This is an optimization exercise on Yosys and OpenROAD, whose aim is small area, a short achievable clock period and few clock cycles, not a production implementation. Function was checked by simulation only, so behaviour that the tests miss may differ from the original.

## try-indigo
Design TPU, start of the top module:
module TPU
#(
    parameter ADDR_BITS = 12
)
(
    input  wire                  clk,
    input  wire                  rst_n,
    input  wire                  in_valid,
    input  wire [7:0]            K,
    input  wire [7:0]            M,
    input  wire [7:0]            N,
    output wire                  busy,
    output wire                  A_wr_en,
    output wire [ADDR_BITS-1:0]  A_index,
    output wire [31:0]           A_data_in,
    input  wire [31:0]           A_data_out,
    output wire                  B_wr_en,
    output wire [ADDR_BITS-1:0]  B_index,
    output wire [31:0]           B_data_in,
    input  wire [31:0]           B_data_out,
    output wire                  C_wr_en,
    output wire [ADDR_BITS-1:0]  C_index,
    output wire [127:0]          C_data_in,
    input  wire [127:0]          C_data_out
);
For scale: about 6000 cells after synthesis, ~1100 flip-flops, roughly 450 I/O pins.
export LEC_CHECK = 0
export CAP_MARGIN = 20
export CORE_MARGIN = 2
export CORE_UTILIZATION = 65
export CTS_CLUSTER_DIAMETER = 60
export CTS_CLUSTER_SIZE = 30
export PLACE_DENSITY = 0.75
export SLEW_MARGIN = 20
export SYNTH_HIERARCHICAL = 1
create_clock -name core_clock -period 10.0 [get_ports {clk}]
standard.sh (not shown) runs the stock make flow with config.mk's settings and CLKGATE_MAP_FILE= SYNTH_SCRIPT=/design/flow/synth_recipe.tcl, a recipe that flattens the netlist after the stock synthesis.
==> flow/flow/run.sh <==
#!/bin/bash
# Layout: the standard ORFS flow, with timing repair asked to aim for a
# shorter period than the clock the design is constrained and signed off at,
# and the ports buffered with plain buffers.
set -euo pipefail
bash standard.sh \
    SETUP_SLACK_MARGIN=6.7 \
    "BUFFER_PORTS_ARGS=-buffer_cell sky130_fd_sc_hd__buf_4" \
    finish > standard_flow.log 2>&1
Testbench counts of try-indigo, summed over its fixed seeds: cycles 75,978.
Here is what was changed in the inputs of try-fjord compared with try-indigo.
Settings: changing PLACE_DENSITY from 0.75 to 0.7; changing CORE_UTILIZATION from 65 to 60.
diff --git a/flow/flow/run.sh b/flow/flow/run.sh
--- a/flow/flow/run.sh
+++ b/flow/flow/run.sh
@@ -7 +7 @@
-    SETUP_SLACK_MARGIN=6.7 \
+    SETUP_SLACK_MARGIN=6.9 \
==> comparison <==
Highest cell delay on the worst timing path: try-fjord vs try-indigo — no meaningful difference
Global-route usage, try-indigo and try-fjord, higher one = try-indigo.
try-fjord completed every stage of the flow, and the final layout passed the timing, design-rule and antenna checks.
Delta (try-fjord minus try-indigo): shortest period the worst path allows shrank by 5.1 ps; global-route wire length before repair grew by 3.0%.
In the flow results for try-indigo and try-fjord, the final non-filler cell area is smaller on try-indigo.
try-fjord reports its slowest stage cell on the critical path as sky130_fd_sc_hd__dfrtp_1 while try-indigo reports sky130_fd_sc_hd__dfxtp_2.
The layout overhead on the synthesized area reported for try-fjord is greater than that of try-indigo by 3.6 points.
Smallest hold slack is lower on try-indigo
busy as the end point of the critical path was reported by try-fjord, and B_index[6] by try-indigo.
The inputs of try-zinc differ from those of try-fjord as listed below.
Settings: changing PLACE_DENSITY from 0.7 to 0.8; changing CORE_UTILIZATION from 60 to 70.
diff --git a/flow/flow/run.sh b/flow/flow/run.sh
--- a/flow/flow/run.sh
+++ b/flow/flow/run.sh
@@ -7 +7 @@
-    SETUP_SLACK_MARGIN=6.9 \
+    SETUP_SLACK_MARGIN=6.7 \
--- outcome ---
- Via density per instance (lower): try-fjord
- Detailed router's first-iteration violation count, try-zinc and try-fjord, lower one = try-fjord.
- Comparing try-zinc and try-fjord, layout-stage area growth over the synthesis result is higher on try-fjord.
- In the metrics for try-zinc and try-fjord, the one carrying the higher fmax is try-fjord.
- Of try-zinc and try-fjord, the run reporting the lower total number of placement rows was try-zinc.
- The run showing the greater clock latency on the worst-skew pair is try-fjord.
- Cell count after synthesis across try-zinc and try-fjord: no real change.
- NOTE via count of the first global-routing pass try-fjord->try-zinc increased slightly
- Total wirelength of the detailed-routed design | try-zinc below try-fjord
#### Input delta (try-violet over try-zinc)
Settings: swapping 70 for 60 in CORE_UTILIZATION; swapping 60 for 70 in CTS_CLUSTER_DIAMETER; swapping 0.8 for 0.7 in PLACE_DENSITY; swapping 30 for 40 in CTS_CLUSTER_SIZE.
Notes after the runs:
Cmp try-violet vs try-zinc: final critical path time including I/O delays and setup lower in try-violet. try-violet vs try-zinc, origin of the worst setup path: b_idx[1]$_SDFFE_PP0P_ vs array.g_out[3].sel.q[0]$_DFF_P_. Number of logic stages on the critical path including buffering, try-zinc and try-violet: lower on try-violet. Of try-zinc and try-violet, the lower buffer count from post-CTS setup fixing belongs to try-zinc. Taking try-zinc as the reference, in try-violet routed wire length has remained practically unchanged, maximum achievable frequency rose by 0.0068 GHz.

afterwards: timing with drivers on the ports:
Ports are ideal in the flow. The routed layouts listed here were re-timed in OpenROAD.
Step 1 assumes that a clkbuf_16 drives the clock port and a buf_2 every other input.
Step 2, shift: input delay + t, output delay - t, t = (earliest + latest rising clock arrival at the registers) / 2. This alone moves slack from input paths to output paths.
a / b / c = no drivers / after step 1 / after step 2; a / b = the first two.
run	t (ns)	slack for setup (ns)	worst setup path at the end	latest minus earliest clock arrival (ns)	worst slew at a driven data input, ns
try-indigo	0.772	6.737 / 6.663 / 6.247	input to register	0.033 / 0.033	0.10
try-fjord	0.798	6.742 / 6.664 / 6.358	input to register	0.040 / 0.040	0.10
try-zinc	0.774	6.630 / 6.630 / 6.281	input to register	0.047 / 0.047	0.09
try-violet	0.762	6.705 / 6.625 / 6.319	input to register	0.051 / 0.051	0.12
After both steps every run listed still meets setup and hold. The setup slack of try-indigo, which loses most, moves by -0.074 ns with the drivers and by -0.490 ns with both steps.
